From an optimization exercise on the open Yosys and OpenROAD flow, aimed at small area and a short achievable clock period; shortcuts taken in it are not production practice. Where RTL was checked, it was by simulation tests only, not by an equivalence proof against the original. No activity file was given, so power comes from the tool's default toggle rates.

Setup of run A:
==> flow/design.v (excerpt) <==
module alu(FPUCLK, RST, A, B, CTRL, OUT);
  input FPUCLK, RST;
  input [31:0] A, B;
  input [2:0] CTRL;
  output reg [31:0] OUT;
  ...
For scale: roughly 240 flip-flops, about 100 I/O pins, roughly 21,000 um^2 of cells after synthesis.
Settings: LEC_CHECK=0, CAP_MARGIN=20, CELL_PAD_IN_SITES_DETAIL_PLACEMENT=1, CORE_MARGIN=2, CORE_UTILIZATION=35, SETUP_SLACK_MARGIN=2, SLEW_MARGIN=20; clock period 7.0 ns.
run.sh (not shown) runs the stock make flow with config.mk's settings and CLKGATE_MAP_FILE= SYNTH_SCRIPT=/design/flow/synth_recipe.tcl, a recipe that flattens the netlist after the stock synthesis.
### run A -> run B
# run A
export LEC_CHECK = 0
export CAP_MARGIN = 20
export CELL_PAD_IN_SITES_DETAIL_PLACEMENT = 1
export CORE_MARGIN = 2
export CORE_UTILIZATION = 35
export SETUP_SLACK_MARGIN = 2
export SLEW_MARGIN = 20
create_clock -name core_clock -period 7.0 [get_ports {FPUCLK}]
# run B
export LEC_CHECK = 0
export CAP_MARGIN = 20
export CELL_PAD_IN_SITES_DETAIL_PLACEMENT = 1
export CORE_MARGIN = 2
export CORE_UTILIZATION = 35
export SETUP_SLACK_MARGIN = 4
export SLEW_MARGIN = 20
create_clock -name core_clock -period 7.0 [get_ports {FPUCLK}]
==> comparison <==
Overall die width: run B vs run A identical
Looking at initial antenna violation count, run B sits below run A.
The core of run B is more densely filled than that of run A.
Run B: total of fill cells in the finished design lower than run A
Compared with run A, run B shows combinational fraction of design power higher by 5.6 points.
Storage element area (run B vs. run A) increases by a few percent
Comparing run A and run B, the higher time the final worst path needs with I/O delays and setup is on run A.
Diff run A and run B: area of all placed cells without fillers higher in run B
Per the final summary, run B finished and its layout is clean on timing, DRC and antenna.
Run A ended up with A[24] as its worst setup path startpoint; run B ended up with A[14].
Min maximum number of pins on one net before global-route repair across run A and run B: run A
Run B vs run A: met3 track demand over resource up
Input-level comparison between run C and run B:
# run B
export LEC_CHECK = 0
export CAP_MARGIN = 20
export CELL_PAD_IN_SITES_DETAIL_PLACEMENT = 1
export CORE_MARGIN = 2
export CORE_UTILIZATION = 35
export SETUP_SLACK_MARGIN = 4
export SLEW_MARGIN = 20
create_clock -name core_clock -period 7.0 [get_ports {FPUCLK}]
# run C
export LEC_CHECK = 0
export CAP_MARGIN = 20
export CELL_PAD_IN_SITES_DETAIL_PLACEMENT = 1
export CORE_MARGIN = 2
export CORE_UTILIZATION = 35
export SETUP_SLACK_MARGIN = 5
export SLEW_MARGIN = 20
create_clock -name core_clock -period 7.0 [get_ports {FPUCLK}]
==> run summary <==
- Summary of run C over run B: wire length went up about 9%, combinational cell fraction of total power grew by 2.9 points, logic depth of the worst path, buffers included saw an increase.
- Between run C and run B, the difference in cell count after placement is negligible.
- Relative to run B, the overall global routing resource usage of run C is higher by 1.6 points.
- Worst endpoint data arrival time sits higher in run C than in run B.
- Run C finished every step from synthesis to the final layout, and the layout passed the timing, design-rule and antenna checks.
- First-pass GRT wire length: run C > run B
#### Input delta (run D over run C)
# run C
export LEC_CHECK = 0
export CAP_MARGIN = 20
export CELL_PAD_IN_SITES_DETAIL_PLACEMENT = 1
export CORE_MARGIN = 2
export CORE_UTILIZATION = 35
export SETUP_SLACK_MARGIN = 5
export SLEW_MARGIN = 20
create_clock -name core_clock -period 7.0 [get_ports {FPUCLK}]
# run D
export LEC_CHECK = 0
export CAP_MARGIN = 20
export CELL_PAD_IN_SITES_DETAIL_PLACEMENT = 1
export CORE_MARGIN = 2
export CORE_UTILIZATION = 35
export SETUP_SLACK_MARGIN = 4
export SLEW_MARGIN = 20
create_clock -name core_clock -period 7.0 [get_ports {FPUCLK}]
==> flow/flow/run.sh (new file) <==
#!/bin/bash
set -euo pipefail
cd "$(dirname "$0")/.."
export BUFFER_PORTS_ARGS="-buffer_cell sky130_fd_sc_hd__buf_2"
bash standard.sh > standard_flow.log 2>&1
==> flow/standard.sh (new file) <==
#!/bin/bash
# synth_recipe.tcl (not shown) runs the flow's synth.tcl, then flattens the netlist and writes it again
# the make line also repeats each setting of config.mk as NAME=value (left out here)
make -C /OpenROAD-flow-scripts/flow DESIGN_CONFIG=/design/flow/config.mk WORK_HOME=/design/flow/orfs CLKGATE_MAP_FILE= SYNTH_SCRIPT=/design/flow/synth_recipe.tcl "${@:-finish}"
removed: flow/run.sh
### Flow results
Run D finished every step from synthesis to the final layout, and the layout passed the timing, design-rule and antenna checks. Run D -> run C: HPWL after detailed placement flat. Per the comparison of run D with run C, global-route usage decreased 1.9 points; routability congestion estimate from global placement increased about 1%. In the metrics for run D and run C, the one carrying the higher number of filler cells placed in the layout is run D.

alu, a different RTL version from the one above (not shown whole).
Size: roughly 100 I/O pins, about 0.021 mm^2 of cells after synthesis.
clock: 7.0 ns
lec_check: 0
cap_margin: 20
cell_pad_in_sites_detail_placement: 1
core_margin: 2
core_utilization: 35
setup_slack_margin: 4
slew_margin: 20
Stock flow here: none of the scripts above is used.
Then changed:
==> flow/flow/run.sh (new file) <==
#!/bin/bash
set -euo pipefail
cd "$(dirname "$0")/.."
export BUFFER_PORTS_ARGS="-buffer_cell sky130_fd_sc_hd__buf_2"
bash standard.sh > standard_flow.log 2>&1
==> flow/standard.sh (new file) <==
#!/bin/bash
# synth_recipe.tcl (not shown) runs the flow's synth.tcl, then flattens the netlist and writes it again
# the make line also repeats each setting of config.mk as NAME=value (left out here)
make -C /OpenROAD-flow-scripts/flow DESIGN_CONFIG=/design/flow/config.mk WORK_HOME=/design/flow/orfs CLKGATE_MAP_FILE= SYNTH_SCRIPT=/design/flow/synth_recipe.tcl "${@:-finish}"
removed: flow/run.sh
=>
- global-route usage fell by 0.80 points
- sequential power is about the same
- via count rose by 5.6%
- cell area fell by about 1.2%
- setup slack loses 1.1 ns
- routed wire length rose by about 12%
- fmax fell by 21%
- count of clock-buffer cells in the layout rose by 2
- final cell count is about the same
- non-clock buffer count fell by 14
No run of this note included a check of the RTL's function; only the layout flow was run.

alu, a different RTL version from the one above (not shown whole).
Size in the first run: roughly 2,100 cells after synthesis, ~260 flip-flops, ~100 I/O pins.
Settings: LEC_CHECK=0, CAP_MARGIN=20, CELL_PAD_IN_SITES_DETAIL_PLACEMENT=1, CORE_MARGIN=2, CORE_UTILIZATION=35, SETUP_SLACK_MARGIN=4, SLEW_MARGIN=20, TNS_END_PERCENT=5; clock period 7.0 ns.
standard.sh (not shown) runs the stock make flow with config.mk's settings and CLKGATE_MAP_FILE= SYNTH_SCRIPT=/design/flow/synth_recipe.tcl, a recipe that flattens the netlist after the stock synthesis.
==> flow/flow/run.sh <==
#!/bin/bash
set -euo pipefail
cd "$(dirname "$0")/.."
export BUFFER_PORTS_ARGS="-buffer_cell sky130_fd_sc_hd__buf_2"
export SYNTH_ARGS="-noabc"
bash standard.sh > standard_flow.log 2>&1
The starting point finished clean.
Then changed:
- SETUP_SLACK_MARGIN: 4 -> 4.4
Critical path depth stays the same.
First-iteration DRC count went up by 5.9%.
Synthesized cell count is unchanged.
Then changed:
- SETUP_SLACK_MARGIN: 4.4 -> 3.2
Result:
- worst setup slack gets worse by 0.074 ns
- power falls by 5.5%
- cell area fell by 5.4%
- final cell count falls by 1.8%
- critical path depth is unchanged
- die area is unchanged
Then changed:
- SETUP_SLACK_MARGIN: 3.2 -> 3.6
=>
- register-to-register slack gains 0.09 ns
- non-clock buffer count went up by 1
- synthesized cell count is unchanged
- critical path depth is unchanged
- core utilization increases by 0.30 points
- die area does not change
Then changed:
- SETUP_SLACK_MARGIN: 3.6 -> 2.8
Global-route usage fell by 0.78 points; fmax shrinks by 14%; design area fell by 1.2%; first-iteration DRC count went down by 5.1%; setup slack got worse by 0.59 ns; routed wire length went down by 3.2%; total power went down by 5.7%.
Function was not checked in any run of this note: the RTL went through the layout flow alone.

alu, a different RTL version from the one above (not shown whole).
For scale: roughly 2200 cells after synthesis, ~250 flip-flops, ~100 I/O pins, roughly 21000 um^2 of cells after synthesis.
Settings: LEC_CHECK=0, CAP_MARGIN=20, CELL_PAD_IN_SITES_DETAIL_PLACEMENT=1, CORE_MARGIN=2, CORE_UTILIZATION=35, SETUP_SLACK_MARGIN=4, SLEW_MARGIN=20, TNS_END_PERCENT=5; clock period 7.0 ns.
==> flow/flow/run.sh <==
#!/bin/bash
set -euo pipefail
cd "$(dirname "$0")/.."
export BUFFER_PORTS_ARGS="-buffer_cell sky130_fd_sc_hd__buf_2"
bash standard.sh > standard_flow.log 2>&1
Change:
==> flow/flow/run.sh (replaced) <==
#!/bin/bash
set -euo pipefail
cd "$(dirname "$0")/.."
export BUFFER_PORTS_ARGS="-buffer_cell sky130_fd_sc_hd__buf_2"
export SYNTH_ARGS="-noabc"
bash standard.sh > standard_flow.log 2>&1
Settings changed: TNS_END_PERCENT 5 to 20.
Worst setup slack improves by 160 ps.
Design area is higher by 0.85%.
Utilization is higher by 0.50 points.
Change:
Settings changed: TNS_END_PERCENT 20 to 5.
- global-route usage went down by 1.5 points
- routed wire length went down by a little under a tenth
- area after synthesis is unchanged
- first-iteration DRC count went down by roughly a tenth
- sequential power went down by a few percent
- worst setup slack improved by 37 ps
Change:
Settings changed: SETUP_SLACK_MARGIN 4 to 5.
Routed wire length goes up by 11%.
Area after synthesis stays the same.
Worst setup slack is better by 7.1 ps.
Clock skew goes up by 4.2 ps.
Change:
Settings changed: CELL_PAD_IN_SITES_DETAIL_PLACEMENT 1 to 0, SETUP_SLACK_MARGIN 5 to 3.6.
Final area fell by 6.3%.
Global-route usage came out lower by 2.9 points.
Register-to-register slack is worse by 50 ps.
Setup slack degrades by 54 ps.
Maximum frequency decreases by 1.5%.
Core utilization is lower by 2.7 points.
Via count falls by 7.9%.
Worst hold slack is worse by 4.2 ps.
Change:
Settings changed: CELL_PAD_IN_SITES_DETAIL_PLACEMENT 0 to 1, TNS_END_PERCENT 5 to 0.
Routed wire length goes up by 9.7%.
Critical path depth stays the same.
Count of clock-buffer cells in the layout rose by 4.
Global-route usage grows by 2.2 points.
Die area is unchanged.
Cell count stays flat.
Fmax came out higher by 0.57%.

alu, a different RTL version from the one above (not shown whole).
Size: ~2600 cells after synthesis, ~100 I/O pins, about 21000 um^2 of cells after synthesis.
Design alu, start of the top module:
module alu(FPUCLK, RST, A, B, CTRL, OUT);
  input FPUCLK, RST;
  input [31:0] A, B;
  input [2:0] CTRL;
  output [31:0] OUT;
  ...
Settings: LEC_CHECK=0, CAP_MARGIN=20, CELL_PAD_IN_SITES_DETAIL_PLACEMENT=1, CORE_MARGIN=2, CORE_UTILIZATION=35, CTS_BUF_LIST=sky130_fd_sc_hd__clkbuf_8, SETUP_SLACK_MARGIN=4, SLEW_MARGIN=20, TNS_END_PERCENT=5; clock period 7.0 ns.
==> flow/flow/run.sh <==
#!/bin/bash
set -euo pipefail
cd "$(dirname "$0")/.."
export BUFFER_PORTS_ARGS="-buffer_cell sky130_fd_sc_hd__buf_2"
bash standard.sh > standard_flow.log 2>&1
The starting point completed without violations.
==> next run, changes <==
- CTS_BUF_LIST: sky130_fd_sc_hd__clkbuf_8 -> not set
After rerunning:
- The new run completed with no timing, DRC or antenna violations
- die area is unchanged
- synthesized area is unchanged
- hold slack gains 0.0033 ns
- final cell count drops by 0.83%
- routed wire length drops by 2.5%
- sequential power hardly moves
- non-clock buffer count drops by 6
No functional check of the RTL was part of any run of this note.

alu with an RTL version that a note above also has.
For scale: ~2,000 cells after synthesis, about 250 flip-flops, about 100 I/O pins.
export LEC_CHECK = 0
export CAP_MARGIN = 20
export CELL_PAD_IN_SITES_DETAIL_PLACEMENT = 1
export CORE_MARGIN = 2
export CORE_UTILIZATION = 35
export SETUP_SLACK_MARGIN = 3.6
export SLEW_MARGIN = 20
export TNS_END_PERCENT = 2
create_clock -name core_clock -period 7.0 [get_ports {FPUCLK}]
==> flow/flow/run.sh <==
#!/bin/bash
set -euo pipefail
cd "$(dirname "$0")/.."
export BUFFER_PORTS_ARGS="-buffer_cell sky130_fd_sc_hd__buf_2"
export SYNTH_ARGS="-noabc"
bash standard.sh > standard_flow.log 2>&1
The first run produced a clean layout.
Rerun with:
- CTS_CLUSTER_DIAMETER: default -> 80
- CTS_CLUSTER_SIZE: default -> 30
- TNS_END_PERCENT: 2 -> 5
The new run passed the timing, design-rule and antenna checks. Wire length drops slightly. Worst setup slack loses 47 ps. Clock-buffer cell count drops by 14. Sequential share of layout area climbs by 0.25 points. Area after synthesis does not change.
Rerun with:
- CTS_CLUSTER_DIAMETER: 80 -> default
- CTS_CLUSTER_SIZE: 30 -> default
After rerunning:
- clock skew shrinks by 11 ps
- clock-buffer cell count goes up by 14
- total power is higher by 3.7%
- maximum frequency came out higher by about 2.2%
- hold slack hardly moves
- via count climbs by about 0.8%
- non-clock buffer count rose by 3
- core utilization is higher by 0.55 points
Rerun with:
- PLACE_DENSITY: default -> 0.7
Worst setup slack gets worse by 190 ps.
Critical path depth climbs by 2.
Clock-buffer cell count shrinks by 1.
Non-clock buffer count is unchanged.
Clock skew stays flat.
Global-route usage grows by 1.8 points.

lane 1:
Another version of the RTL of alu (not shown whole).
For scale: roughly 3500 cells after synthesis, ~230 flip-flops, about 100 I/O pins.
export LEC_CHECK = 0
export ABC_AREA = 1
export CAP_MARGIN = 20
export CELL_PAD_IN_SITES_DETAIL_PLACEMENT = 1
export CORE_MARGIN = 2
export CORE_UTILIZATION = 35
export SETUP_SLACK_MARGIN = 4
export SLEW_MARGIN = 20
export TNS_END_PERCENT = 5
create_clock -name core_clock -period 7.0 [get_ports {FPUCLK}]
==> flow/flow/run.sh <==
#!/bin/bash
set -euo pipefail
cd "$(dirname "$0")/.."
export BUFFER_PORTS_ARGS="-buffer_cell sky130_fd_sc_hd__buf_2"
bash standard.sh > standard_flow.log 2>&1
Lane 1 completed; timing, DRC and antenna clean
Here is what was changed in the inputs of lane 2 compared with lane 1.
# lane 1
export LEC_CHECK = 0
export ABC_AREA = 1
export CAP_MARGIN = 20
export CELL_PAD_IN_SITES_DETAIL_PLACEMENT = 1
export CORE_MARGIN = 2
export CORE_UTILIZATION = 35
export SETUP_SLACK_MARGIN = 4
export SLEW_MARGIN = 20
export TNS_END_PERCENT = 5
create_clock -name core_clock -period 7.0 [get_ports {FPUCLK}]
# lane 2
export LEC_CHECK = 0
export CAP_MARGIN = 20
export CELL_PAD_IN_SITES_DETAIL_PLACEMENT = 1
export CORE_MARGIN = 2
export CORE_UTILIZATION = 35
export SETUP_SLACK_MARGIN = 4
export SLEW_MARGIN = 20
export TNS_END_PERCENT = 5
create_clock -name core_clock -period 7.0 [get_ports {FPUCLK}]
### Flow results
- Diff lane 1 -> lane 2: area fraction in and, or, nand and nor cells after synthesis went down by 21 points, final wirelength went down by about 18%, share of the clock period used by the worst path went up by 1.5 points, combinational power went up by about 10%.
No functional check of the RTL was part of any run of this note.

alu, a different RTL version from the one above (not shown whole).
For scale: about 100 I/O pins, about 21000 um2 of cells after synthesis.
export LEC_CHECK = 0
export CAP_MARGIN = 20
export CELL_PAD_IN_SITES_DETAIL_PLACEMENT = 1
export CORE_MARGIN = 2
export CORE_UTILIZATION = 55
export SETUP_SLACK_MARGIN = 4
export SLEW_MARGIN = 20
export TNS_END_PERCENT = 5
create_clock -name core_clock -period 7.0 [get_ports {FPUCLK}]
Scripts as last shown in full above: flow/flow/run.sh
Rerun with:
Settings changed: CORE_UTILIZATION 55 to 35.
Outcome:
- The changed run went through all stages and came out clean
- wire length went down by 11%
- via count fell by 5.3%
- sequential share of layout area climbs by 0.14 points
- utilization goes down by 24 points
- first-iteration DRC count goes down by 6.4%
- worst setup slack hardly moves
- hold slack is about the same
- power went down by 6.3%
Function was not checked in any run of this note: the RTL went through the layout flow alone.

lane 3:
alu, a different RTL version from the one above (not shown whole).
For scale: ~2,100 cells after synthesis, about 250 flip-flops, ~100 I/O pins.
Settings: LEC_CHECK=0, CAP_MARGIN=20, CELL_PAD_IN_SITES_DETAIL_PLACEMENT=1, CORE_MARGIN=2, CORE_UTILIZATION=35, SETUP_SLACK_MARGIN=4, SLEW_MARGIN=20, TNS_END_PERCENT=5; clock period 7.0 ns.
==> flow/flow/run.sh <==
#!/bin/bash
set -euo pipefail
cd "$(dirname "$0")/.."
export BUFFER_PORTS_ARGS="-buffer_cell sky130_fd_sc_hd__buf_2"
export SYNTH_ARGS="-noabc"
bash standard.sh > standard_flow.log 2>&1
Lane 3 finished every stage and its layout cleared the timing, design-rule and antenna checks.
What lane 4 does differently from lane 3 at the input level:
diff --git a/flow/config.mk b/flow/config.mk
--- a/flow/config.mk
+++ b/flow/config.mk
@@ -11,3 +11,3 @@
 export CORE_UTILIZATION = 35
-export SETUP_SLACK_MARGIN = 4
+export SETUP_SLACK_MARGIN = 3.6
 export SLEW_MARGIN = 20
[summary]
Looking only at power after layout, and setting everything else aside, the lower value of lane 4 and lane 3 goes to lane 3.
Delta (lane 4 minus lane 3): wire length of the first global-routing pass higher, via count of the first global-routing pass picked up an extra 2.7%, combinational fraction of design power has increased.
No run of this note included a check of the RTL's function; only the layout flow was run.

port drivers added, routing unchanged:
The flow's constraints put no driver on any port. The routed layouts listed below were extracted and timed again, unchanged, in two steps. Step 1 (the two cells are an assumption about what drives the block):
set clk [get_ports {FPUCLK}]
set_driving_cell -lib_cell sky130_fd_sc_hd__clkbuf_16 $clk
set_driving_cell -lib_cell sky130_fd_sc_hd__buf_2 [delete_from_list [all_inputs] $clk]
Step 2, shift: input delay + t, output delay - t, t = (earliest + latest rising clock arrival at the registers) / 2. This alone moves slack from input paths to output paths. Three values: no drivers, after step 1, after step 2; two values: the first two.
run | shift t [ns] | setup slack, ns | worst hold slack (ns) | clock arrival spread, ns | worst data-port slew with drivers (ns)
run A | 0.628 | 2.294 / 2.328 / 1.700 | 0.316 / 0.316 / 0.316 | 0.021 / 0.022 | 0.06
run B | 0.639 | 3.223 / 3.240 / 2.601 | 0.327 / 0.327 / 0.327 | 0.047 / 0.047 | 0.06
run C | 0.639 | 2.953 / 2.958 / 2.319 | 0.329 / 0.329 / 0.329 | 0.022 / 0.022 | 0.06
run D | 0.641 | 3.325 / 3.325 / 2.730 | 0.327 / 0.327 / 0.327 | 0.045 / 0.045 | 0.06
the first run of note 2 | 0.658 | 2.939 / 2.945 / 2.309 | 0.328 / 0.328 / 0.328 | 0.050 / 0.050 | 0.07
the second run of note 2 | 0.637 | 1.870 / 1.870 / 1.870 | 0.326 / 0.326 / 0.326 | 0.033 / 0.033 | 0.09
the first run of note 3 | 0.644 | 3.227 / 3.227 / 3.025 | 0.327 / 0.327 / 0.327 | 0.019 / 0.018 | 0.06
the second run of note 3 | 0.646 | 3.229 / 3.229 / 3.033 | 0.327 / 0.327 / 0.327 | 0.017 / 0.018 | 0.06
the third run of note 3 | 0.620 | 3.155 / 3.155 / 2.632 | 0.328 / 0.328 / 0.328 | 0.020 / 0.020 | 0.04
the fourth run of note 3 | 0.631 | 3.249 / 3.249 / 2.858 | 0.325 / 0.325 / 0.325 | 0.027 / 0.027 | 0.04
the fifth run of note 3 | 0.619 | 2.662 / 2.662 / 2.373 | 0.328 / 0.328 / 0.328 | 0.018 / 0.018 | 0.04
the first run of note 4 | 0.647 | 3.343 / 3.343 / 2.791 | 0.321 / 0.321 / 0.321 | 0.014 / 0.014 | 0.06
the second run of note 4 | 0.621 | 3.503 / 3.503 / 3.274 | 0.321 / 0.321 / 0.321 | 0.033 / 0.032 | 0.08
the third run of note 4 | 0.623 | 3.539 / 3.539 / 2.958 | 0.323 / 0.323 / 0.323 | 0.019 / 0.019 | 0.04
the fourth run of note 4 | 0.621 | 3.546 / 3.546 / 3.327 | 0.328 / 0.328 / 0.328 | 0.022 / 0.022 | 0.07
the fifth run of note 4 | 0.620 | 3.492 / 3.492 / 2.968 | 0.324 / 0.324 / 0.324 | 0.026 / 0.026 | 0.04
the sixth run of note 4 | 0.618 | 3.512 / 3.512 / 2.941 | 0.323 / 0.323 / 0.323 | 0.016 / 0.016 | 0.05
the first run of note 5 | 0.638 | 3.217 / 3.154 / 2.849 | 0.309 / 0.309 / 0.309 | 0.033 / 0.034 | 0.09
the second run of note 5 | 0.609 | 3.287 / 3.223 / 2.817 | 0.312 / 0.312 / 0.312 | 0.026 / 0.026 | 0.08
the first run of note 6 | 0.618 | 3.512 / 3.512 / 2.941 | 0.323 / 0.323 / 0.323 | 0.016 / 0.016 | 0.05
the second run of note 6 | 0.585 | 3.465 / 3.465 / 2.974 | 0.325 / 0.325 / 0.325 | 0.027 / 0.027 | 0.05
the third run of note 6 | 0.617 | 3.541 / 3.541 / 2.983 | 0.322 / 0.322 / 0.322 | 0.015 / 0.016 | 0.04
the fourth run of note 6 | 0.625 | 3.348 / 3.348 / 2.862 | 0.326 / 0.326 / 0.326 | 0.016 / 0.016 | 0.09
lane 1 | 0.659 | 3.541 / 3.541 / 3.093 | 0.327 / 0.327 / 0.327 | 0.031 / 0.031 | 0.06
lane 2 | 0.615 | 3.440 / 3.478 / 2.863 | 0.328 / 0.328 / 0.328 | 0.027 / 0.027 | 0.05
the first run of note 8 | 0.629 | 3.394 / 3.394 / 2.848 | 0.327 / 0.327 / 0.327 | 0.034 / 0.034 | 0.06
the second run of note 8 | 0.609 | 3.396 / 3.396 / 3.030 | 0.329 / 0.329 / 0.329 | 0.022 / 0.022 | 0.06
lane 3 | 0.608 | 3.367 / 3.367 / 2.955 | 0.328 / 0.328 / 0.328 | 0.028 / 0.028 | 0.04
lane 4 | 0.613 | 3.315 / 3.315 / 2.858 | 0.336 / 0.336 / 0.336 | 0.024 / 0.024 | 0.05
After both steps every run listed still meets setup and hold. For run C, which loses most, drivers alone change the setup slack by +0.005 ns; drivers and shift together by -0.634 ns.
